This design comes from an exercise in tuning for small area, a short achievable clock period and few clock cycles on the open sky130 flow, not from production work. In this exercise RTL edits were held to simulation tests only and were not proved equivalent to the original. Power figures rest on the tool's default switching activity, not on a simulated workload.

File: design/flow/flow/run.sh
#!/bin/bash
# Layout flow: the standard synthesis (standard.sh synth, unchanged), then
# the standard ORFS layout with two changes: port buffers made from
# sky130_fd_sc_hd__buf_2, and the resizer allowed to change a cell's footprint
# when it sizes cells for timing (MATCH_CELL_FOOTPRINT=0).
# Each step's full output goes to its own log in this folder.
set -euo pipefail
export BUFFER_PORTS_ARGS="-buffer_cell sky130_fd_sc_hd__buf_2"
bash standard.sh synth > synth.log 2>&1
sed 's/ CLKGATE_MAP_FILE= / CLKGATE_MAP_FILE= MATCH_CELL_FOOTPRINT=0 /' standard.sh > standard_layout.sh
grep -q 'MATCH_CELL_FOOTPRINT=0' standard_layout.sh
bash standard_layout.sh > layout.log 2>&1
File: design/flow/standard.sh
#!/bin/bash
# synth_recipe.tcl (not shown) runs the flow's synth.tcl, then flattens the netlist and writes it again
# the make line also repeats each setting of config.mk as NAME=value (left out here)
make -C /OpenROAD-flow-scripts/flow DESIGN_CONFIG=/design/flow/config.mk WORK_HOME=/design/flow/orfs CLKGATE_MAP_FILE= SYNTH_SCRIPT=/design/flow/synth_recipe.tcl "${@:-finish}"
File: design/flow/config.mk
export PLATFORM = sky130hd
export DESIGN_NAME = Mips16
export DESIGN_NICKNAME = Mips16
export VERILOG_FILES = /design/flow/design.v
export SDC_FILE = /design/flow/constraint.sdc
export NUM_CORES = 4
export LEC_CHECK = 0
export CAP_MARGIN = 20
export CORE_MARGIN = 2
export CORE_UTILIZATION = 50
export CTS_BUF_LIST = sky130_fd_sc_hd__clkbuf_8
export SETUP_SLACK_MARGIN = 4.4
export SLEW_MARGIN = 20
export SYNTH_HIERARCHICAL = 1
File: design/flow/constraint.sdc
create_clock -name core_clock -period 7.0 [get_ports {clk}]
set_input_delay 1.4000 -clock core_clock [delete_from_list [all_inputs] [get_ports {clk}]]
set_output_delay 1.4000 -clock core_clock [all_outputs]
set_load 0.01 [all_outputs]
File: design/flow/design.v
`timescale 1ns / 1ps
module Mips16(clk, reset, imem_addr, imem_data, dmem_addr, dmem_wdata, dmem_we,
              dmem_rdata, dout, wb_en, wb_reg, halted);
input clk, reset;
input [15:0] imem_data, dmem_rdata;
output [8:0] imem_addr, dmem_addr;
output [15:0] dmem_wdata, dout;
output dmem_we, wb_en, halted;
output [2:0] wb_reg;
localparam FN_ZERO = 4'd0, FN_SUM = 4'd1, FN_AND = 4'd2, FN_OR = 4'd3, FN_XOR = 4'd4,
           FN_SLT = 4'd5, FN_SLL = 4'd6, FN_SRL = 4'd7, FN_LW = 4'd8;
reg [8:0]  pc;           
reg        halted_r;
reg [15:0] e_a, e_b;     
reg [8:0]  e_addr;       
reg [2:0]  e_sh;         
reg [3:0]  e_fn;
reg        e_sub, e_we, e_sw, e_br, e_bne, e_pred, e_halt;
reg [2:0]  e_dst;
reg [8:0]  e_alt;        
reg        wb_en_r;
reg [2:0]  wb_reg_r;
reg [15:0] dout_r;
reg [15:0] rf [1:7];
reg [7:1]  rf_ok;
wire [16:0] sum = {1'b0, e_a} + {1'b0, e_b} + {16'h0000, e_sub};
wire        ltu = !sum[16];
reg  [15:0] res;
always @* begin
	case (e_fn)
		FN_SUM: res = sum[15:0];
		FN_AND: res = e_a & e_b;
		FN_OR:  res = e_a | e_b;
		FN_XOR: res = e_a ^ e_b;
		FN_SLT: res = {15'h0000, ltu};
		FN_SLL: res = e_b << e_sh;
		FN_SRL: res = e_b >> e_sh;
		FN_LW:  res = dmem_rdata;
		default: res = 16'h0000;
	endcase
end
assign dmem_addr  = e_addr;
assign dmem_wdata = e_b;
assign dmem_we    = e_sw;
wire br_taken = (e_a == e_b) ^ e_bne;
wire redirect = e_br && (br_taken != e_pred);
wire kill     = redirect || e_halt || halted_r;
wire stall;
wire [2:0] f_op   = imem_data[15:13];
wire [2:0] f_rs   = imem_data[12:10];
wire [2:0] f_rt   = imem_data[9:7];
wire [2:0] f_rd   = imem_data[6:4];
wire [3:0] f_func = imem_data[3:0];
wire [6:0] f_imm  = imem_data[6:0];
wire       f_isr  = (f_op == 3'b000);
wire       f_halt = f_isr && (f_func == 4'b1111);
wire       f_isimm = (f_op == 3'b001) || (f_op == 3'b010) || (f_op == 3'b011);
wire       f_lw   = (f_op == 3'b110);
wire       f_br   = (f_op[2:1] == 2'b10);
wire [2:0] f_dst  = f_isr ? f_rd : f_rt;
wire       f_we   = ((f_isr && !f_halt) || f_isimm || f_lw) && (f_dst != 3'b000);
wire       f_pred = f_br && ((f_rs == f_rt) ? !f_op[0] : (f_imm[6] | f_op[0]));
wire [8:0] f_off  = {{2{f_imm[6]}}, f_imm};
wire       f_mem  = (f_op[2:1] == 2'b11);
assign     stall  = f_mem && e_we && (e_dst == f_rs);
wire [8:0] f_pc1  = pc + 9'd1;
wire [8:0] f_tgt  = f_pc1 + f_off;
reg  [3:0] f_fn;
always @* begin
	case (f_op)
		3'b000: case (f_func)
			4'd0: f_fn = FN_SLL;
			4'd1, 4'd2: f_fn = FN_SUM;
			4'd3: f_fn = FN_AND;
			4'd4: f_fn = FN_OR;
			4'd5: f_fn = FN_XOR;
			4'd6: f_fn = FN_SLT;
			4'd7: f_fn = FN_SRL;
			default: f_fn = FN_ZERO;
		endcase
		3'b001: f_fn = FN_SUM;
		3'b010: f_fn = FN_OR;
		3'b011: f_fn = FN_SLT;
		3'b110: f_fn = FN_LW;
		default: f_fn = FN_ZERO;
	endcase
end
wire f_sub = (f_isr && (f_func == 4'd2 || f_func == 4'd6)) || (f_op == 3'b011);
reg [15:0] f_ra, f_a, f_b;
integer i;
always @* begin
	f_ra = 16'h0000;
	f_b = 16'h0000;
	for (i = 1; i < 8; i = i + 1) begin
		if (f_rs == i && rf_ok[i]) f_ra = f_ra | rf[i];
		if (f_rt == i && rf_ok[i]) f_b = f_b | rf[i];
	end
	f_a = f_ra;
	if (e_we && e_dst == f_rs) f_a = res;
	if (e_we && e_dst == f_rt) f_b = res;
	if (f_isimm) f_b = {{9{f_imm[6]}}, f_imm};
	if (f_sub) f_b = ~f_b;
end
wire [8:0] f_addr;
ALU_addr agen(.base(f_ra[8:0]), .off(f_imm), .addr(f_addr));
always @(posedge clk) begin
	if (reset) begin
		pc <= 9'd0;
		halted_r <= 1'b0;
		e_we <= 1'b0;
		e_sw <= 1'b0;
		e_br <= 1'b0;
		e_halt <= 1'b0;
		wb_en_r <= 1'b0;
		rf_ok <= 7'd0;
	end else begin
		if (redirect)
			pc <= e_alt;
		else if (!kill && !stall)
			pc <= f_pred ? f_tgt : f_pc1;
		if (e_halt)
			halted_r <= 1'b1;
		e_we <= f_we && !kill && !stall;
		e_sw <= (f_op == 3'b111) && !kill && !stall;
		e_br <= f_br && !kill;
		e_halt <= f_halt && !kill;
		wb_en_r <= e_we;
		if (e_we)
			rf_ok[e_dst] <= 1'b1;
	end
	e_a <= f_a;
	e_b <= f_b;
	e_addr <= f_addr;
	e_sh <= f_rs;
	e_fn <= f_fn;
	e_sub <= f_sub;
	e_bne <= f_op[0];
	e_pred <= f_pred;
	e_dst <= f_dst;
	e_alt <= f_pred ? f_pc1 : f_tgt;
	wb_reg_r <= e_dst;
	dout_r <= res;
	if (e_we)
		rf[e_dst] <= res;
end
assign imem_addr = pc;
assign dout = dout_r;
assign wb_en = wb_en_r;
assign wb_reg = wb_reg_r;
assign halted = halted_r;
endmodule
`timescale 1ns / 1ps
module ALU_addr(base, off, addr);
input  [8:0] base;
input  [6:0] off;
output [8:0] addr;
assign addr = base + {{2{off[6]}}, off};
endmodule
==> notes.md, run 1 <==
Die Area=26230 um2; DR iter-0 viols=1658; largest net degree at the start of global routing=35; power per cell area=214.9 nW/um2; max_slew headroom=31.52%; Peak Freq=323.1 MHz; RSZ-0062 raised after global routing=true; Layout area overhead=33.04%; # rows=57; number of max-cap violations=0; vias=11440; CP required=7.43 ns; cells after synthesis=1192; TritonRoute pass-1 iters=7; Setup violations, final=0; vias in the first global route=10490; htree depth=2; fraction of layout cells with a size suffix above 1=38.93%; Port Buffers=89; CP endpoint kind=flop; initial antenna violation count=0; Setup Total Neg Slack=0 ns; Hold Vio Cnt, Final=0; Tot Pwr=3.566 mW; sequential element share of the synthesized area=43.65%; Placed Cells=1530; worst vdd ir=0.0002329 V; crit path kind=in2reg; # DRC=0; Skew-Pair Late Insertion Delay=0.55 ns; final cell count without fillers=1742; FF+latch count, synth=216; Ant. Diodes=0; count of cell types in the netlist=88; leakage=6.479 nW; Clock Skew=0.03748 ns; nets@finish=1486; async set-reset flop share out of synthesis=0%; final WL=43770 um; core area=24390 um2; hold buffers post-CTS=0; YS warnings=7; Arr. time, crit path=3.53 ns; Die Width=162.0 um; grt total ovfl=0; root buffer cell=clkbuf_8; Hold WS=0.4345 ns; Ports=90; Clock Path Buffers=3; global placement routability congestion=0.9051; CTS tree=yes; area of the multi-input gates=7704 um2; Initial Util=51.14%; Final WS setup=3.905 ns; Final Cycle Share=44.21%; GRT Resource Usage Total=31.38%; Pins Over Slew Limit=0; fillers=1881; Syn Area/Cell=10.47 um2; Storage cell area=5518 um2; antenna-violating nets left=0; synthesized area=12470 um2; dpl hpwl=27270 um; crit-path max FO=8; wire per inst=25.13 um; Hold Path Class=reg2reg; min Tclk post-route=3.095 ns; type of origin of the critical path=input port; clk sinks=216; die height=162.0 um; DR vias/cell=6.565; most used flip-flop cell after synthesis=edfxtp_1; global-route wire length before repair=63030 um; Place WS=2.885 ns; Worst-Margin Slew=1.027 ns; total CTS buffers=38; status=finished clean; Net Count, Synth=1289; Post-synth EDFFs=112; clock-pin slew on the worst setup and hold paths=0.06 ns
-- power by group --
part | switching, mW | leakage, nW | internal [mW] | total, mW
registers | 0.0898 | 1.90 | 1.44 | 1.53
clock network | 0.526 | 0.447 | 0.659 | 1.18
logic | 0.465 | 4.13 | 0.384 | 0.849
-- metrics by stage --
| step | utilization, % | area [um2] |
|---|---|---|
| 2_1_floorplan | - | 13020 |
| 3_3_place_gp | 55.06 | 13430 |
| 3_5_place_dp | 55.12 | 13440 |
| 4_1_cts | 63.51 | 15490 |
| 5_1_grt | 68.04 | 16600 |
| 6_report | 68.04 | 16600 |
-- cell type report --
| cell class | instances | share of cell area (%) |
|---|---|---|
| Multi-Input combinational cell | 828 | 46.42 |
| Timing Repair Buffer | 242 | 11.69 |
| Clock buffer | 48 | 3.981 |
| Sequential cell | 216 | 33.25 |
| Tap cell | 324 | 2.443 |
| Inverter | 63 | 1.478 |
| Clock inverter | 21 | 0.7464 |
-- cells in the mapped netlist, types with 11 or more instances --
| cell | n | area (um2) |
|---|---|---|
| a221oi_1 | 15 | 131.4 |
| a22oi_1 | 67 | 503.0 |
| xnor2_1 | 37 | 324.1 |
| nand4_1 | 15 | 93.84 |
| mux4_2 | 18 | 405.4 |
| and3_1 | 13 | 81.33 |
| a21oi_1 | 47 | 235.2 |
| clkbuf_1 | 60 | 225.2 |
| dfxtp_1 | 104 | 2082 |
| a31oi_1 | 14 | 87.58 |
| nand2_1 | 77 | 289.0 |
| xor2_1 | 13 | 113.9 |
| mux2i_1 | 14 | 140.1 |
| edfxtp_1 | 112 | 3363 |
| ha_1 | 59 | 738.2 |
| nor2b_1 | 16 | 100.1 |
| o21ai_0 | 27 | 135.1 |
| nor2_1 | 74 | 277.8 |
| nand3_1 | 42 | 210.2 |
| a22o_1 | 12 | 105.1 |
| buf_2 | 24 | 120.1 |
| mux2_2 | 12 | 135.1 |
| a211oi_1 | 11 | 82.58 |
| a222oi_1 | 32 | 320.3 |
| nor3_1 | 22 | 110.1 |
| o22ai_1 | 11 | 68.82 |
| inv_1 | 63 | 236.5 |
-- path summary, 6_finish.rpt --
path	from	endpoint	slack (ns)	cells after the start
min reg2reg	e_alt[2]$_DFF_P_	pc[2]$_SDFFE_PP0P_	0.43	2
min	e_alt[2]$_DFF_P_	pc[2]$_SDFFE_PP0P_	0.43	2
max reg2reg	e_a[0]$_DFF_P_	e_a[0]$_DFF_P_	4.32	10
max	imem_data[12]	e_addr[6]$_DFF_P_	3.91	11
-- critical path, cell delays in order --
cell,delay (ns)
buf_12,0.11
nor4b_4,0.13
buf_6,0.13
a222oi_1,0.37
nand3_2,0.17
ha_4,0.21
fa_2,0.38
a21o_4,0.23
a21oi_4,0.17
o21ai_2,0.09
xor2_1,0.14
-- routing by layer --
metal	wire length (um)	GRT usage, %
met1	17610	43.58
met4	1799	12.63
met5	0	0
met3	4307	5.797
met2	20060	48.78
-- sequential cells by signal, summed over array words and instances, names as in the netlist, 3 cells and up --
| register | flops |
|---|---|
| dout_r | 16 |
| e_a | 16 |
| e_addr | 9 |
| e_alt | 9 |
| e_b | 16 |
| e_dst | 3 |
| e_fn | 4 |
| e_sh | 3 |
| pc | 9 |
| rf | 112 |
| rf_ok | 7 |
| wb_reg_r | 3 |
-- kinds of logic (layout without fill, tap and decap cells) --
group | count (synthesis) | count (layout) | synth area share [%]
compound gates | 344 | 346 | 21.21
xor+xnor | 50 | 50 | 3.511
fa+ha+maj | 63 | 63 | 6.560
buf+inv | 155 | 374 | 5.276
flops | 216 | 216 | 43.65
mux | 51 | 51 | 6.931
simple gates | 313 | 318 | 12.86
-- placed cells by master, fill, tap and decap left out, drive strengths merged, types with 16 or more instances in the layout --
master | netlist | layout
a21oi | 50 | 50
a221oi | 16 | 16
a222oi | 32 | 32
a22oi | 68 | 68
buf | 32 | 239
clkbuf | 60 | 51
dfxtp | 104 | 104
edfxtp | 112 | 112
ha | 59 | 59
inv | 63 | 74
mux4 | 25 | 25
nand2 | 77 | 77
nand3 | 42 | 45
nor2 | 74 | 74
nor2b | 16 | 16
nor3 | 22 | 22
o21ai | 35 | 35
xnor2 | 37 | 37
-- per-module statistics from Yosys (local to each module, per instance) --
module    cell area (um2)  flops+latches  cells inside  times used
ALU_addr            345.3              0            41           1
Mips16              12130            216          1151           1
-- timing repair --
item / CTS / global route
gates cloned: 3 / 7
buffers inserted: 71 / 62
pin swaps: 40 / 89
resized for setup: 170 / 126
setup endpoints to repair: 192 / 117
Testbench counts, summed over its fixed seeds: cycles 15,929.
==> run 2, diff against run 1 <==
--- a/design/flow/config.mk
+++ b/design/flow/config.mk
@@ -10,5 +10,5 @@
 export CORE_UTILIZATION = 50
 export CTS_BUF_LIST = sky130_fd_sc_hd__clkbuf_8
-export SETUP_SLACK_MARGIN = 4.4
+export SETUP_SLACK_MARGIN = 3.6
 export SLEW_MARGIN = 20
 export SYNTH_HIERARCHICAL = 1
==> notes.md, run 2 <==
crit path kind=in2reg; commonest non-fill, non-tap cell in the layout=edfxtp_1; cells after synthesis=1192; Synth top area share=26.96%; Ant. Diodes=0; TritonRoute pass-1 iters=7; Port Buffers=89; largest net degree at the start of global routing=35; Tot Pwr=3.370 mW; Biggest register=rf; Arr. time, crit path=3.76 ns; Layout area overhead=13.25%; number of max-cap violations=0; Syn Area/Cell=10.47 um2; Clock Skew=0.02525 ns; die height=162.0 um; clock-pin slew on the worst setup and hold paths=0.06 ns; DP Area=13180 um2; cell with the most instances after synthesis=edfxtp_1; crit-path max FO=16; core area=24390 um2; power per cell area=238.5 nW/um2; final WL=39310 um; sequential element share of the synthesized area=43.65%; Setup Total Neg Slack=0 ns; vias in the first global route=9887; grt total ovfl=0; Skew-Pair Late Insertion Delay=0.55 ns; YS warnings=7; # DRC=0; RSZ-0062 raised after global routing=true; global-route wire length before repair=58990 um; clk sinks=216; synthesized area=12470 um2; leakage=5.442 nW; Net Count, Synth=1289; CP required=7.42 ns; Pins Over Slew Limit=0; nets@finish=1358; fillers=2114; Die Width=162.0 um; Peak Freq=300.0 MHz; async set-reset flop share out of synthesis=0%; DR vias/cell=6.519; Hold WS=0.4252 ns; Post-synth EDFFs=112; CP peak stage delay=0.38 ns; root buffer cell=clkbuf_8; Setup violations, final=0; wire per inst=24.36 um; Hold Vio Cnt, Final=0; Final WS setup=3.667 ns; ranking of synthesized cells by area=edfxtp_1, dfxtp_1, ha_1; Die Area=26230 um2; Worst-Margin Slew=1.013 ns; commonest cells in the netlist=edfxtp_1, dfxtp_1, nand2_1; worst vdd ir=0.0001436 V; initial antenna violation count=0; vias=10520; # rows=57; Worst path slowest cell=fa_2; htree depth=2; min Tclk post-route=3.333 ns; CTS tree=yes; CP endpoint kind=flop; cell family with most CP delay=compound AO/OA/AOI/OAI gates; most used flip-flop cell after synthesis=edfxtp_1; Initial Util=51.14%; dpl hpwl=27100 um; Hold Path Class=reg2reg; fin area=14130 um2; worst-path cell chain=buf_2, nor4bb_2, buf_4, a222oi_1, nand3_1, ha_2, fa_2, a21o_2, a21oi_4, o21ai_1, xor2_1; Clock Path Buffers=3; max_slew headroom=32.44%; WP buf/inv=2; most frequent cells in the layout=edfxtp_1, dfxtp_1, buf_2; count of cell types in the netlist=88; total CTS buffers=37; type of origin of the critical path=input port; antenna-violating nets left=0; status=finished clean; fraction of layout cells with a size suffix above 1=20.54%; GRT Resource Usage Total=29.45%; Place WS=2.867 ns; cell taking the most area after synthesis=edfxtp_1; max FFs per register=112; DR iter-0 viols=1675; Final Cycle Share=47.62%; global placement routability congestion=0.9238; FF+latch count, synth=216; Ports=90
[run 2: cell counts after synthesis]
Identical to the previous run, type by type.
[run 2: kinds of logic after synthesis]
group / Yosys count / synth area share (%)
AND/OR/NAND/NOR: 313 / 12.86
adder cells (fa/ha/maj): 63 / 6.560
AO/OA/AOI/OAI: 344 / 21.21
flip-flops: 216 / 43.65
multiplexers: 51 / 6.931
buffers and inverters: 155 / 5.276
XOR/XNOR: 50 / 3.511
[run 2: metrics by stage]
stage               cells  util (%)
finish               1614     57.92
global route         1614     57.92
CTS                  1607     57.52
detailed placement   1537     54.03
global placement     1537     54.02
floorplan            1192         -
[run 2: area by class of cell]
| cell class | count | area (um2) | share of cell area (%) |
|---|---|---|---|
| tap | 324 | 405.4 | 2.870 |
| clock inverter | 21 | 173.9 | 1.231 |
| timing repair buffer | 122 | 693.2 | 4.907 |
| sequential | 216 | 5448 | 38.56 |
| clock buffer | 47 | 646.9 | 4.579 |
| multi-input combinational | 821 | 6520 | 46.15 |
| inverter | 63 | 240.2 | 1.700 |
[run 2: what timing repair did]
item                                    CTS  global route
hold buffers                              0             0
endpoints found under the setup margin   16            22
gates cloned                              0             0
buffers inserted                          2             7
pin swaps                                 1             0
gates resized for setup                   3            13
[run 2: final timing paths]
| check | end | slack [ns] | start | cells past startpoint |
|---|---|---|---|---|
| min reg2reg | pc[2]$_SDFFE_PP0P_ | 0.43 | e_alt[2]$_DFF_P_ | 2 |
| max | e_addr[6]$_DFF_P_ | 3.67 | imem_data[11] | 11 |
| max reg2reg | e_a[9]$_DFF_P_ | 3.78 | e_b[1]$_DFF_P_ | 9 |
| min | pc[2]$_SDFFE_PP0P_ | 0.43 | e_alt[2]$_DFF_P_ | 2 |
[run 2: layer usage]
metal / GRT usage [%] / wire length [um]
met1: 43.32 / 17230
met2: 43.97 / 16930
met3: 5.082 / 4088
met4: 10.18 / 1062
met5: 0 / 0
[run 2: where the power goes]
part / internal [mW] / switching, mW
Combinational: 0.246 / 0.374
Clock: 0.691 / 0.535
Sequential: 1.44 / 0.0844
Total: 2.38 / 0.994
[run 2: Yosys stat by module, one instance, submodules excluded]
module	flip-flops and latches	cells inside
Mips16	216	1151
ALU_addr	0	41
[run 2: tightest hold or removal path, cell delays in order (launching register included)]
cell and delay (ns):
dfxtp_1 0.30, nand2_1 0.04, nand2_1 0.05
==> run 3, diff against run 2 <==
--- a/design/flow/config.mk
+++ b/design/flow/config.mk
@@ -9,5 +9,7 @@
 export CORE_MARGIN = 2
 export CORE_UTILIZATION = 50
-export CTS_BUF_LIST = sky130_fd_sc_hd__clkbuf_8
+export CTS_BUF_LIST = sky130_fd_sc_hd__clkbuf_16
+export CTS_CLUSTER_DIAMETER = 80
+export CTS_CLUSTER_SIZE = 24
 export SETUP_SLACK_MARGIN = 3.6
 export SLEW_MARGIN = 20
==> notes.md, run 3 <==
Die Area=26230 um2; Peak Freq=300.0 MHz; global placement routability congestion=0.9238; Layout area overhead=10.47%; Final Cycle Share=47.62%; DR iter-0 viols=1585; final core utilization=56.50%; hold buffers post-CTS=0; count of cell types in the netlist=88; status=finished clean; Placed Cells=1537; Clock Path Buffers=3; ranking of synthesized cells by area=edfxtp_1, dfxtp_1, ha_1; DP Area=13180 um2; crit path kind=in2reg; fraction of layout cells with a size suffix above 1=18.36%; CP peak stage delay=0.74 ns; worst vdd ir=0.0002325 V; wire per inst=24.69 um; CP required=7.38 ns; Storage cell area=5448 um2; CP endpoint kind=flop; TritonRoute pass-1 iters=8; Arr. time, crit path=3.71 ns; largest net degree at the start of global routing=35; # rows=57; Port Buffers=89; Biggest register=rf; Setup violations, final=0; # DRC=0; final cell count without fillers=1572; final WL=38810 um; most frequent cells in the layout=edfxtp_1, dfxtp_1, buf_2; Worst path slowest cell=nand4_1; FF+latch count, synth=216; antenna-violating nets left=0; sequential element share of the synthesized area=43.65%; clk sinks=216; power per cell area=217.1 nW/um2; cell with the most instances after synthesis=edfxtp_1; most used flip-flop cell after synthesis=edfxtp_1; cell taking the most area after synthesis=edfxtp_1; die height=162.0 um; number of max-cap violations=0; htree depth=1; vias=10390; RSZ-0062 raised after global routing=true; Pins Over Slew Limit=0; global-route wire length before repair=58260 um; Setup Total Neg Slack=0 ns; cells after synthesis=1192; async set-reset flop share out of synthesis=0%; dpl hpwl=27100 um; fin area=13780 um2; Net Count, Synth=1289; Ports=90; Final WS setup=3.667 ns; vias in the first global route=9657; grt total ovfl=0; Clock Skew=0.02410 ns; clock-pin slew on the worst setup and hold paths=0.09 ns; synthesized area=12470 um2; min Tclk post-route=3.333 ns; area of the multi-input gates=6535 um2; YS warnings=7; Skew-Pair Late Insertion Delay=0.50 ns; GRT Resource Usage Total=28.89%; crit-path max FO=17; initial antenna violation count=0; type of origin of the critical path=input port; Synth top area share=26.96%; cell family with most CP delay=compound AO/OA/AOI/OAI gates; fillers=2128; Hold Path Class=reg2reg; leakage=5.237 nW; Crit path top cell by count=nor3_1; max_slew headroom=32.00%; worst-path cell chain=buf_2, xnor2_1, nand4_1, o21ai_4, nor3_1, a211oi_1, nor3_1; WP buf/inv=1; Die Width=162.0 um; max FFs per register=112; core area=24390 um2; Syn Area/Cell=10.47 um2; Place WS=2.867 ns; CTS tree=yes; Post-synth EDFFs=112; Initial Util=51.14%; nets@finish=1336; commonest cells in the netlist=edfxtp_1, dfxtp_1, nand2_1; root buffer cell=clkbuf_16; Hold Vio Cnt, Final=0; total CTS buffers=14; Worst-Margin Slew=1.020 ns; commonest non-fill, non-tap cell in the layout=edfxtp_1; DR vias/cell=6.610
[run 3: Yosys stat by module (local to each module, per instance)]
| module | times used | flops+latches |
|---|---|---|
| Mips16 | 1 | 216 |
| ALU_addr | 1 | 0 |
[run 3: worst reg2reg max path, cell delays in order, from the launching register on]
cell	delay [ns]
dfxtp_1	0.52
inv_1	0.14
ha_1	0.38
a211oi_1	0.48
o21ai_2	0.18
a41oi_1	0.32
xnor2_1	0.11
a2111o_1	0.63
nor2_1	0.17
a31oi_1	0.11
[run 3: area by class of cell]
cell class | count | area share, %
Antenna cell | 1 | 0.01816
Clock buffer | 15 | 2.724
Clock inverter | 9 | 0.5084
Inverter | 63 | 1.770
Multi-Input combinational cell | 821 | 47.42
Sequential cell | 216 | 39.53
Tap cell | 324 | 2.942
Timing Repair Buffer | 123 | 5.084
[run 3: cells by family after synthesis]
family | Yosys count | synth area share, %
DFF | 216 | 43.65
buffers and inverters | 155 | 5.276
and+or+nand+nor | 313 | 12.86
AOI/OAI and AO/OA | 344 | 21.21
xor gates and xnor gates | 50 | 3.511
adders and majority gates | 63 | 6.560
muxes | 51 | 6.931
[run 3: final timing paths]
path	from	endpoint	slack (ns)	cells past startpoint
hold / removal	e_alt[3]$_DFF_P_	pc[3]$_SDFFE_PP0P_	0.43	2
setup / recovery	imem_data[11]	pc[0]$_SDFFE_PP0P_	3.67	7
setup reg to reg	e_b[1]$_DFF_P_	e_a[9]$_DFF_P_	3.76	9
hold reg to reg	e_alt[3]$_DFF_P_	pc[3]$_SDFFE_PP0P_	0.43	2
[run 3: timing repair]
| item | 4_1_cts | 5_1_grt |
|---|---|---|
| resized for setup | 5 | 14 |
| buffers inserted | 2 | 8 |
| endpoints found under the setup margin | 16 | 30 |
| pin swaps | 1 | 2 |
[run 3: routing by layer]
| layer | GRT usage [%] | wire [um] | vias up |
|---|---|---|---|
| met4 | 8.085 | 877 | 0 |
| met5 | 0 | 0 | - |
| li1 | - | - | 4705 |
| met3 | 4.750 | 3450 | 66 |
| met1 | 42.65 | 17590 | 5070 |
| met2 | 44.04 | 16900 | 550 |
[run 3: power by group]
part           switching (mW)  leakage (nW)  internal (mW)  total, mW
clock network           0.446         0.227          0.405      0.851
registers              0.0844          1.89           1.44       1.52
logic                   0.373          3.12          0.247      0.620
total                   0.904          5.24           2.09       2.99
[run 3: stage by stage]
step           hold slack [ns]  total power [mW]
6_report                0.4294             2.992
3_5_place_dp            0.4214             2.144
5_1_grt                 0.4570             3.115
3_3_place_gp            0.4071             2.138
2_1_floorplan           0.3707             1.936
4_1_cts                 0.4263             2.986
==> run 4, diff against run 3 <==
--- a/design/flow/config.mk
+++ b/design/flow/config.mk
@@ -8,8 +8,9 @@
 export CAP_MARGIN = 20
 export CORE_MARGIN = 2
-export CORE_UTILIZATION = 50
-export CTS_BUF_LIST = sky130_fd_sc_hd__clkbuf_16
-export CTS_CLUSTER_DIAMETER = 80
-export CTS_CLUSTER_SIZE = 24
+export CORE_UTILIZATION = 65
+export CTS_BUF_LIST = sky130_fd_sc_hd__clkbuf_8
+export CTS_CLUSTER_DIAMETER = 60
+export CTS_CLUSTER_SIZE = 16
+export PLACE_DENSITY = 0.72
 export SETUP_SLACK_MARGIN = 3.6
 export SLEW_MARGIN = 20
==> notes.md, run 4 <==
status=finished clean; Initial Util=66.47%; # DRC=0; min Tclk post-route=3.356 ns; Biggest register=rf; Ant. Diodes=0; total CTS buffers=20; Setup violations, final=0; type of origin of the critical path=input port; Setup Total Neg Slack=0 ns; power per cell area=217.3 nW/um2; YS warnings=7; clock-pin slew on the worst setup and hold paths=0.09 ns; crit path kind=in2reg; initial antenna violation count=0; commonest non-fill, non-tap cell in the layout=edfxtp_1; Storage cell area=5450 um2; DP Area=13050 um2; Pins Over Slew Limit=0; origin of the worst min-delay path=e_alt[2]$_DFF_P_; global-route wire length before repair=53830 um; final core utilization=72.29%; DR vias/cell=6.982; Critical R2R Launch=e_b[0]$_DFF_P_; final WL=36010 um; wire per inst=24.26 um; RSZ-0062 raised after global routing=false; Die Area=20320 um2; worst vdd ir=0.0002119 V; fraction of layout cells with a size suffix above 1=17.76%; Layout area overhead=8.766%; most used flip-flop cell after synthesis=edfxtp_1; Net Count, Synth=1289; cell with the most instances after synthesis=edfxtp_1; area of the multi-input gates=6497 um2; global placement routability congestion=0.9639; TritonRoute pass-1 iters=9; Clock Skew=0.03977 ns; CP required=7.43 ns; hold buffers post-CTS=0; count of cell types in the netlist=88; vias=10360; Hold Path Class=reg2reg; CP endpoint kind=flop; Syn Area/Cell=10.47 um2; dpl hpwl=25130 um; Critical Path Start=imem_data[10]; commonest cells in the netlist=edfxtp_1, dfxtp_1, nand2_1; number of max-cap violations=0; htree depth=1; Synth top area share=26.96%; fin area=13570 um2; cell taking the most area after synthesis=edfxtp_1; nets@finish=1333; most frequent cells in the layout=edfxtp_1, dfxtp_1, buf_2; async set-reset flop share out of synthesis=0%; vias in the first global route=9239; crit-path max FO=16; cells after synthesis=1192; GRT Resource Usage Total=34.57%; max_slew headroom=29.72%; Final Cycle Share=47.95%; core area=18770 um2; sequential element share of the synthesized area=43.65%; leakage=5.222 nW; Clock Path Buffers=3; Port Buffers=89; antenna-violating nets left=0; clk sinks=216; ranking of synthesized cells by area=edfxtp_1, dfxtp_1, ha_1; Ports=90; Peak Freq=298.0 MHz; R2R setup slack=3.75 ns; FF+latch count, synth=216; CTS tree=yes; die height=142.5 um; root buffer cell=clkbuf_8; max FFs per register=112; Worst-Margin Slew=1.054 ns; fillers=1373; synthesized area=12470 um2; Hold Vio Cnt, Final=0; Post-synth EDFFs=112; grt total ovfl=0; Arr. time, crit path=3.78 ns; Skew-Pair Late Insertion Delay=0.55 ns; largest net degree at the start of global routing=35; Die Width=142.5 um; DR iter-0 viols=1578; # rows=50
==> run 4: cell counts after synthesis <==
Identical to the previous run, type by type.
==> run 4: cells by family after synthesis <==
group	after synthesis	synth area share, %
and+or+nand+nor	313	12.86
xor gates and xnor gates	50	3.511
muxes	51	6.931
AOI/OAI and AO/OA	344	21.21
buffers and inverters	155	5.276
adders and majority gates	63	6.560
DFF	216	43.65
==> run 4: metrics by stage <==
step                      setup slack [ns]  power [mW]  std cells  hold WS, ns
after global routing                 3.610       3.064       1484       0.4327
after floorplan                      3.499       1.936       1192       0.3707
final                                3.644       2.948       1484       0.4245
after global placement               2.980       2.120       1445       0.4116
after CTS                            3.585       2.937       1481       0.4228
after detailed placement             2.959       2.132       1445       0.4059
==> run 4: worst max-delay path: stages <==
cell and delay, ns:
buf_2 0.25, and4b_4 0.33, a222oi_1 0.35, nand3_1 0.19, ha_2 0.25, fa_2 0.37, a21o_2 0.22, a21oi_4 0.17
o21ai_1 0.09, xor2_1 0.15
==> run 4: Yosys stat by module, one instance, submodules excluded <==
module / flops+latches / copies in the design
Mips16: 216 / 1
ALU_addr: 0 / 1
==> run 4: repair_timing <==
action / 4_1_cts / 5_1_grt
pin swaps: 0 / 2
gates resized for setup: 2 / 12
setup buffers: 0 / 3
endpoints found under the setup margin: 10 / 19
==> run 4: report_power, final <==
part           switching (mW)  internal [mW]
clock network           0.448          0.371
logic                   0.358          0.245
registers              0.0900           1.44
total                   0.896           2.05
==> run 4: area by class of cell <==
type	instances	share of cell area, %
Tap cell	234	2.158
Clock inverter	15	1.153
Sequential cell	216	40.17
Timing Repair Buffer	114	4.758
Multi-Input combinational cell	821	47.89
Clock buffer	21	2.130
Inverter	63	1.743
==> run 4: final timing paths <==
path / to / depth (start not counted)
min reg2reg: pc[2]$_SDFFE_PP0P_ / 2
min: pc[2]$_SDFFE_PP0P_ / 2
max: e_addr[6]$_DFF_P_ / 10
max reg2reg: e_a[0]$_DFF_P_ / 9
==> run 4: per-layer routing <==
layer	up-vias	GRT usage, %	part of all wire (%)
li1	4698	-	-
met1	4916	52.27	42
met2	675	51.42	45
met3	72	5.686	11
met4	0	10.11	2.4
met5	-	0	0
==> run 5, diff against run 4 <==
--- a/design/flow/config.mk
+++ b/design/flow/config.mk
@@ -8,9 +8,8 @@
 export CAP_MARGIN = 20
 export CORE_MARGIN = 2
-export CORE_UTILIZATION = 65
+export CORE_UTILIZATION = 50
 export CTS_BUF_LIST = sky130_fd_sc_hd__clkbuf_8
 export CTS_CLUSTER_DIAMETER = 60
 export CTS_CLUSTER_SIZE = 16
-export PLACE_DENSITY = 0.72
 export SETUP_SLACK_MARGIN = 3.6
 export SLEW_MARGIN = 20
==> notes.md, run 5 <==
total CTS buffers=20; count of cell types in the netlist=88; cell with the most instances after synthesis=edfxtp_1; most used flip-flop cell after synthesis=edfxtp_1; Setup violations, final=0; vias in the first global route=9695; max FFs per register=112; CP peak stage delay=0.39 ns; global placement routability congestion=0.9238; Ant. Diodes=0; Tot Pwr=2.928 mW; synthesized area=12470 um2; max_slew headroom=31.15%; clk sinks=216; commonest cells in the netlist=edfxtp_1, dfxtp_1, nand2_1; vias=10430; # rows=57; dpl hpwl=27100 um; WP buf/inv=1; worst vdd ir=0.0001354 V; largest net degree at the start of global routing=35; die height=162.0 um; fraction of layout cells with a size suffix above 1=18.58%; Final Cycle Share=47.54%; min Tclk post-route=3.328 ns; DR vias/cell=6.607; Worst path slowest cell=fa_2; sequential element share of the synthesized area=43.65%; grt total ovfl=0; Biggest register=rf; Skew-Pair Late Insertion Delay=0.56 ns; crit path kind=in2reg; Peak Freq=300.5 MHz; number of max-cap violations=0; Die Width=162.0 um; antenna-violating nets left=0; Hold Vio Cnt, Final=0; leakage=5.224 nW; # DRC=0; Layout area overhead=9.820%; most frequent cells in the layout=edfxtp_1, dfxtp_1, buf_2; fin area=13700 um2; root buffer cell=clkbuf_8; worst-path cell chain=buf_2, and4b_4, a222oi_1, nand3_1, ha_2, fa_2, a21o_2, a21oi_4, o21ai_1, xor2_1; Pins Over Slew Limit=0; clock-pin slew on the worst setup and hold paths=0.11 ns; DR iter-0 viols=1658; Die Area=26230 um2; commonest non-fill, non-tap cell in the layout=edfxtp_1; Ports=90; type of origin of the critical path=input port; Net Count, Synth=1289; CTS tree=yes; Initial Util=51.14%; cells after synthesis=1192; RSZ-0062 raised after global routing=true; final WL=38990 um; cell taking the most area after synthesis=edfxtp_1; final core utilization=56.17%; htree depth=1; crit-path max FO=16; global-route wire length before repair=58640 um; Clock Skew=0.04924 ns; Arr. time, crit path=3.79 ns; initial antenna violation count=0; Post-synth EDFFs=112; CP endpoint kind=flop; Syn Area/Cell=10.47 um2; Hold Path Class=reg2reg; cell family with most CP delay=compound AO/OA/AOI/OAI gates; wire per inst=24.71 um; nets@finish=1340; YS warnings=7; core area=24390 um2; Clock Path Buffers=3; ranking of synthesized cells by area=edfxtp_1, dfxtp_1, ha_1; Worst-Margin Slew=1.033 ns; DP Area=13180 um2; power per cell area=213.7 nW/um2; async set-reset flop share out of synthesis=0%; Port Buffers=89; TritonRoute pass-1 iters=9; CP required=7.46 ns; status=finished clean; Synth top area share=26.96%; Setup Total Neg Slack=0 ns; GRT Resource Usage Total=29.10%; FF+latch count, synth=216
==> run 5: cell types whose count changed in the layout (fill, tap and decap cells not counted), sizes merged <==
cell	before	now
bufinv	2	1
buf	114	121
inv	72	71
clkinv	3	2
==> run 5: tightest hold or removal path: cells and delay by family (launching register included) <==
| family | cells | cell delay [ns] |
|---|---|---|
| DFF | 1 | 0.32 |
| AOI/OAI and AO/OA | 1 | 0.05 |
| and+or+nand+nor | 1 | 0.04 |
==> run 5: per-module statistics from Yosys (local to each module, per instance) <==
module / area [um2] / cells inside / flip-flops and latches
Mips16: 12130 / 1151 / 216
ALU_addr: 345.3 / 41 / 0
==> run 5: repair_timing <==
action,CTS,global route
setup endpoints to repair,16,41
pin swaps,1,0
hold buffers,0,0
resized for setup,4,12
setup buffers,2,6
hold endpoints to repair,0,0
==> run 5: routing by layer <==
| layer | share of wire (%) | global-route usage, % |
|---|---|---|
| met5 | 0 | 0 |
| met2 | 44 | 44.29 |
| met4 | 2.1 | 8.045 |
| met1 | 45 | 43.24 |
| met3 | 9.1 | 4.469 |
==> run 5: kinds of logic (layout without fill, tap and decap cells) <==
group	count (synthesis)	in the layout	share of synthesized area (%)
AO/OA/AOI/OAI	344	344	21.21
AND/OR/NAND/NOR	313	313	12.86
flip-flops	216	216	43.65
buffers and inverters	155	217	5.276
adder cells (fa/ha/maj)	63	63	6.560
multiplexers	51	51	6.931
XOR/XNOR	50	50	3.511
==> run 5: path summary, 6_finish.rpt <==
path	from	to	slack, ns	cells after the start
setup / recovery	imem_data[10]	e_addr[6]$_DFF_P_	3.67	10
hold / removal	e_alt[3]$_DFF_P_	pc[3]$_SDFFE_PP0P_	0.42	2
setup reg to reg	e_b[1]$_DFF_P_	e_a[9]$_DFF_P_	3.76	9
hold reg to reg	e_alt[3]$_DFF_P_	pc[3]$_SDFFE_PP0P_	0.42	2
==> run 5: where the power goes <==
| part | leakage, nW | switching (mW) | internal [mW] |
|---|---|---|---|
| logic | 3.11 | 0.374 | 0.246 |
| registers | 1.89 | 0.0849 | 1.44 |
| clock network | 0.221 | 0.456 | 0.332 |
| total | 5.22 | 0.914 | 2.01 |
==> run 5: layout make-up <==
cell class / count / area, um2
well taps: 324 / 405.4
flip-flops and latches: 216 / 5449
repair buffers: 121 / 685.7
inverters: 63 / 240.2
clock inverters: 12 / 112.6
clock buffers: 21 / 289.0
fillers: 2148 / 10690
multi-input cells: 821 / 6518
==> run 5: per-stage QoR <==
stage | std cells | worst slack, ns | hold WS (ns)
finish | 1578 | 3.672 | 0.4180
global route | 1578 | 3.583 | 0.4500
CTS | 1572 | 3.641 | 0.4186
detailed placement | 1537 | 2.867 | 0.4214
global placement | 1537 | 2.864 | 0.4071
floorplan | 1192 | 3.499 | 0.3707
==> run 6, diff against run 5 <==
--- a/design/flow/config.mk
+++ b/design/flow/config.mk
@@ -12,5 +12,5 @@
 export CTS_CLUSTER_DIAMETER = 60
 export CTS_CLUSTER_SIZE = 16
-export SETUP_SLACK_MARGIN = 3.6
+export SETUP_SLACK_MARGIN = 3.8
 export SLEW_MARGIN = 20
 export SYNTH_HIERARCHICAL = 1
==> notes.md, run 6 <==
met1 wire length=17140 um; Die Area=26230 um2; worst vdd ir=0.0001618 V; Worst path slowest cell=fa_2; async set-reset flop share out of synthesis=0%; final WL=38580 um; type of origin of the critical path=input port; grt total ovfl=0; total CTS buffers=20; Logic pwr share=21.1%; Die Width=162.0 um; Arr. time, crit path=3.69 ns; crit-path max FO=16; htree depth=1; Clock Path Buffers=3; hold buffers post-CTS=0; cell family with most CP delay=compound AO/OA/AOI/OAI gates; most frequent cells in the layout=edfxtp_1, dfxtp_1, buf_2; wire per inst=24.25 um; DR vias/cell=6.525; Layout area overhead=12.21%; crit path kind=in2reg; max_slew headroom=22.23%; synthesized area=12470 um2; Tot Pwr=2.988 mW; largest net degree at the start of global routing=35; global placement routability congestion=0.9258; sequential share of power=51.0%; Clock Skew=0.05064 ns; most used flip-flop cell after synthesis=edfxtp_1; clock-pin slew on the worst setup and hold paths=0.10 ns; count of cell types in the netlist=88; DR WL met3=3517 um; commonest cells in the netlist=edfxtp_1, dfxtp_1, nand2_1; Net Count, Synth=1289; global-route wire length before repair=58260 um; CTS tree=yes; GRT Resource Usage Total=28.84%; max FFs per register=112; ranking of synthesized cells by area=edfxtp_1, dfxtp_1, ha_1; cells after synthesis=1192; Hold Path Class=reg2reg; highest metal used=met4; core area=24390 um2; YS warnings=7; sequential element share of the synthesized area=43.65%; Pins Over Slew Limit=0; Initial Util=51.14%; Worst-Margin Slew=1.163 ns; clk sinks=216; status=finished clean; power per cell area=213.5 nW/um2; switch share=30.56%; CP peak stage delay=0.40 ns; Syn Area/Cell=10.47 um2; Int Pwr=2.075 mW; initial antenna violation count=0; origin of the worst min-delay path=e_alt[2]$_DFF_P_; antenna-violating nets left=0; nets@finish=1350; Skew-Pair Late Insertion Delay=0.57 ns; die height=162.0 um; commonest non-fill, non-tap cell in the layout=edfxtp_1; Ports=90; FF+latch count, synth=216; Clk pwr share=27.8%; CP endpoint kind=flop; worst-path cell chain=buf_6, and4_2, a22oi_1, nand3_2, ha_4, fa_2, a21o_4, a21oi_4, o21ai_2, xor2_1; CP required=7.46 ns; sw power=0.9131 mW; met2 WL=17020 um; vias in the first global route=9565; Post-synth EDFFs=112; cell taking the most area after synthesis=edfxtp_1; root buffer cell=clkbuf_8; Hold Vio Cnt, Final=0; Port Buffers=89; DR iter-0 viols=1578; # rows=57; leakage=5.337 nW; fillers=2143; WP buf/inv=1; RSZ-0062 raised after global routing=true; min Tclk post-route=3.234 ns; Final Cycle Share=46.19%; Biggest register=rf; Ant. Diodes=0; Critical Path Start=imem_data[12]; Setup violations, final=0; fraction of layout cells with a size suffix above 1=20.68%; number of max-cap violations=0; TritonRoute pass-1 iters=6; vias=10380; dpl hpwl=27040 um; Setup Total Neg Slack=0 ns; Synth top area share=26.96%; cell with the most instances after synthesis=edfxtp_1; Critical R2R Launch=e_fn[0]$_DFF_P_; Peak Freq=309.3 MHz; # DRC=0
[run 6: cell types whose count changed in the layout (fill, tap and decap cells not counted), sizes merged]
cell / before / now
buf: 121 / 131
clkinvlp: 1 / 3
bufinv: 1 / 2
clkbuf: 21 / 22
clkinv: 2 / 1
[run 6: layer usage]
metal	GRT usage [%]	vias to the layer above
met5	0	-
met4	7.442	0
met3	3.498	68
met2	44.02	574
met1	43.58	5004
li1	-	4735
[run 6: modules after synthesis, one instance, submodules excluded]
module,cell area [um2],copies in the design
Mips16,12130,1
ALU_addr,345.3,1
[run 6: logic make-up after synthesis]
logic type                 count (synthesis)  synth area share, %
buffers and inverters                    155                5.276
and+or+nand+nor                          313                12.86
xor gates and xnor gates                  50                3.511
adders and majority gates                 63                6.560
muxes                                     51                6.931
DFF                                      216                43.65
AOI/OAI and AO/OA                        344                21.21
[run 6: layout make-up]
| class | count | area (um2) | share of cell area, % |
|---|---|---|---|
| multi-input cells | 821 | 6618 | 47.28 |
| flip-flops and latches | 216 | 5461 | 39.02 |
| repair buffers | 131 | 824.5 | 5.891 |
| well taps | 324 | 405.4 | 2.896 |
| clock buffers | 22 | 302.8 | 2.163 |
| inverters | 63 | 244.0 | 1.743 |
| clock inverters | 14 | 141.4 | 1.010 |
[run 6: worst paths after layout]
path | to | slack, ns | depth (start not counted)
max | e_addr[6]$_DFF_P_ | 3.77 | 10
min | pc[2]$_SDFFE_PP0P_ | 0.43 | 2
max reg2reg | e_a[11]$_DFF_P_ | 3.89 | 8
min reg2reg | pc[2]$_SDFFE_PP0P_ | 0.43 | 2
[run 6: power groups by stage]
stage	sequential, mW	clock [mW]	combinational (mW)
2_1_floorplan	1.53	0	0.404
3_3_place_gp	1.55	0	0.589
3_5_place_dp	1.55	0	0.593
4_1_cts	1.52	0.846	0.606
5_1_grt	1.54	0.899	0.684
6_report	1.53	0.832	0.631
[run 6: per-stage QoR]
| stage | instance area [um2] | std cells | hold WS (ns) | utilization, % | setup WS (ns) |
|---|---|---|---|---|---|
| 3_5_place_dp | 13210 | 1538 | 0.4154 | 54.14 | 2.854 |
| 4_1_cts | 13780 | 1581 | 0.4383 | 56.48 | 3.730 |
| 3_3_place_gp | 13210 | 1538 | 0.4108 | 54.14 | 2.925 |
| 5_1_grt | 14000 | 1591 | 0.4704 | 57.39 | 3.778 |
| 2_1_floorplan | 12580 | 1192 | 0.3707 | - | 3.501 |
| 6_report | 14000 | 1591 | 0.4349 | 57.39 | 3.766 |
[run 6: worst min-delay path, stage by stage (launching register included)]
cell     delay, ns
dfxtp_1       0.31
nand2_1       0.05
nand2_1       0.04
[run 6: timing repair]
item                       in CTS  in global routing
pin swaps                       4                  7
resized for setup              16                 39
buffers inserted                7                 10
setup endpoints to repair      31                 96
==> run 7, diff against run 6 <==
==> design/flow/flow/run.sh (replaced) <==
#!/bin/bash
# Layout flow: the standard synthesis (standard.sh synth, unchanged), then
# the standard ORFS layout with two changes: port buffers made from
# sky130_fd_sc_hd__buf_1, and the resizer allowed to change a cell's footprint
# when it sizes cells for timing (MATCH_CELL_FOOTPRINT=0).
# Each step's full output goes to its own log in this folder.
set -euo pipefail
export BUFFER_PORTS_ARGS="-buffer_cell sky130_fd_sc_hd__buf_1"
bash standard.sh synth > synth.log 2>&1
sed 's/ CLKGATE_MAP_FILE= / CLKGATE_MAP_FILE= MATCH_CELL_FOOTPRINT=0 /' standard.sh > standard_layout.sh
grep -q 'MATCH_CELL_FOOTPRINT=0' standard_layout.sh
bash standard_layout.sh > layout.log 2>&1
--- a/design/flow/config.mk
+++ b/design/flow/config.mk
@@ -12,5 +12,5 @@
 export CTS_CLUSTER_DIAMETER = 60
 export CTS_CLUSTER_SIZE = 16
-export SETUP_SLACK_MARGIN = 3.8
+export SETUP_SLACK_MARGIN = 3.6
 export SLEW_MARGIN = 20
 export SYNTH_HIERARCHICAL = 1
==> notes.md, run 7 <==
largest net degree at the start of global routing=35; Synth top area share=26.96%; FF+latch count, synth=216; async set-reset flop share out of synthesis=0%; Storage cell area=5448 um2; clk sinks=216; switch share=31.62%; # DRC=0; root buffer cell=clkbuf_8; sw power=0.9088 mW; count of cell types in the netlist=88; mux cell area share after synthesis=6.931%; initial antenna violation count=0; max_slew headroom=29.35%; Reg2Reg Depth=6; power per cell area=211.6 nW/um2; Int Pwr=1.966 mW; leakage=4.966 nW; Synth Area in Adders=6.560%; CP required=7.45 ns; Syn Area/Cell=10.47 um2; wire per inst=24.18 um; sequential element share of the synthesized area=43.65%; global-route wire length before repair=57500 um; most frequent cells in the layout=edfxtp_1, dfxtp_1, buf_1; worst vdd ir=0.0001458 V; Post-synth EDFFs=112; nets@finish=1341; Initial Util=51.14%; number of max-cap violations=0; synthesized area=12470 um2; fillers=2194; htree depth=1; clock-pin slew on the worst setup and hold paths=0.10 ns; Layout area overhead=8.917%; min Tclk post-route=3.322 ns; main combinational cell family by area after synthesis=compound AO/OA/AOI/OAI gates; Port Buffers=89; final WL=38250 um; Pins Over Slew Limit=0; Hold WS=0.4317 ns; global placement routability congestion=0.9285; cell taking the most area after synthesis=edfxtp_1; WHS Path Cells=2; Clk pwr share=26.0%; vias in the first global route=9598; DR vias/cell=6.515; Clock Skew=0.04556 ns; Net Count, Synth=1289; Final Cycle Share=47.45%; ranking of synthesized cells by area=edfxtp_1, dfxtp_1, ha_1; compound-cell area share of the yosys netlist=21.21%; Logic pwr share=21.0%; total CTS buffers=20; Ant. Diodes=0; Die Area=26230 um2; Post-Synth XOR/XNOR Area=3.511%; CP endpoint kind=flop; Peak Freq=301.0 MHz; crit-path max FO=16; max FFs per register=112; Setup Total Neg Slack=0 ns; Hold Path Class=reg2reg; dpl hpwl=26730 um; commonest cells in the netlist=edfxtp_1, dfxtp_1, nand2_1; final core utilization=55.70%; # rows=57; Tot Pwr=2.875 mW; Skew-Pair Late Insertion Delay=0.56 ns; Clock Path Buffers=3; status=finished clean; Biggest register=rf; CTS tree=yes; crit path kind=in2reg; vias=10310; commonest non-fill, non-tap cell in the layout=edfxtp_1; antenna-violating nets left=0; type of origin of the critical path=input port; cell with the most instances after synthesis=edfxtp_1; Worst-Margin Slew=1.060 ns; hold buffers post-CTS=0; die height=162.0 um; area of the multi-input gates=6510 um2; Synth Area in Simple Gates=12.86%; Setup violations, final=0; GRT Resource Usage Total=28.46%; cells after synthesis=1192; grt total ovfl=0; RSZ-0062 raised after global routing=false; sequential share of power=53.0%; fraction of layout cells with a size suffix above 1=11.76%; Ports=90; TritonRoute pass-1 iters=8; YS warnings=7; DR iter-0 viols=1289; Arr. time, crit path=3.78 ns; core area=24390 um2; Hold Vio Cnt, Final=0; Die Width=162.0 um; most used flip-flop cell after synthesis=edfxtp_1
run 7: cell type report:
type | instances | area share (%)
sequential | 216 | 40.10
clock buffer | 21 | 2.127
multi-input combinational | 821 | 47.91
inverter | 63 | 1.768
tap | 324 | 2.984
clock inverter | 15 | 0.6907
timing repair buffer | 122 | 4.420
run 7: metrics by stage:
stage	instances	cell area (um2)	setup WS, ns
after global placement	1539	13080	2.712
final	1582	13590	3.678
after CTS	1577	13520	3.555
after global routing	1582	13590	3.600
after floorplan	1192	12550	3.499
after detailed placement	1539	13080	2.624
run 7: critical path, stage by stage:
cell      delay (ns)
buf_2           0.17
nor4b_2         0.18
buf_4           0.23
a222oi_1        0.33
nand3_1         0.20
ha_2            0.25
fa_2            0.38
a21o_2          0.22
a21oi_4         0.16
o21ai_1         0.10
xor2_1          0.15
run 7: per-layer routing:
| metal | wire, um | global-route usage (%) | vias up | share of wire (%) |
|---|---|---|---|---|
| li1 | - | - | 4714 | - |
| met1 | 17710 | 42.93 | 5065 | 46 |
| met2 | 16590 | 42.46 | 454 | 43 |
| met3 | 3102 | 4.545 | 73 | 8.1 |
| met4 | 850 | 7.924 | 0 | 2.2 |
| met5 | 0 | 0 | - | 0 |
run 7: cells by family after synthesis:
family | after synthesis
xor gates and xnor gates | 50
DFF | 216
adders and majority gates | 63
AOI/OAI and AO/OA | 344
and+or+nand+nor | 313
muxes | 51
buffers and inverters | 155
run 7: power by group through the flow:
stage	clock network, mW	registers [mW]	logic (mW)
after global placement	0	1.55	0.576
after detailed placement	0	1.55	0.580
after floorplan	0	1.53	0.403
final	0.746	1.52	0.604
after global routing	0.810	1.53	0.660
after CTS	0.759	1.52	0.593
run 7: timing repair:
action | in CTS | in global routing
gates resized for setup | 10 | 12
setup endpoints to repair | 29 | 29
setup buffers | 2 | 5
pin swaps | 1 | 4
run 7: final timing paths:
check	from	endpoint	slack, ns
max reg2reg	e_sh[0]$_DFF_P_	rf[4][5]$_DFFE_PP_	3.76
max	imem_data[12]	e_addr[6]$_DFF_P_	3.68
min	e_alt[2]$_DFF_P_	pc[2]$_SDFFE_PP0P_	0.43
min reg2reg	e_alt[2]$_DFF_P_	pc[2]$_SDFFE_PP0P_	0.43
run 7: Yosys stat by module (local to each module, per instance):
| module | times used | cells inside | flip-flops and latches |
|---|---|---|---|
| Mips16 | 1 | 1151 | 216 |
| ALU_addr | 1 | 41 | 0 |

## port drivers added, routing unchanged
The flow's constraints put no driver on any port. The routed layouts listed below were extracted and timed again, unchanged, in two steps.
Step 1: set_driving_cell puts a clkbuf_16 on clk and a buf_2 on each other input, an assumption about the parent block.
Step 2 also shifts input and output timing later by t, the mid clock arrival at the registers, as if the neighbouring blocks saw the same clock.
a / b / c = ideal / step 1 / step 2; a / b = the first two.
| run | shift t [ns] | slack for setup (ns) | worst setup path at the end |
|---|---|---|---|
| run 1 | 0.576 | 3.905 / 3.890 / 3.314 | input to register |
| run 2 | 0.581 | 3.667 / 3.692 / 3.111 | input to register |
| run 3 | 0.534 | 3.667 / 3.693 / 3.160 | input to register |
| run 4 | 0.581 | 3.644 / 3.669 / 3.088 | input to register |
| run 5 | 0.586 | 3.672 / 3.689 / 3.103 | input to register |
| run 6 | 0.587 | 3.766 / 3.762 / 3.175 | input to register |
| run 7 | 0.577 | 3.678 / 3.687 / 3.110 | input to register |
After both steps every run listed still meets setup and hold.
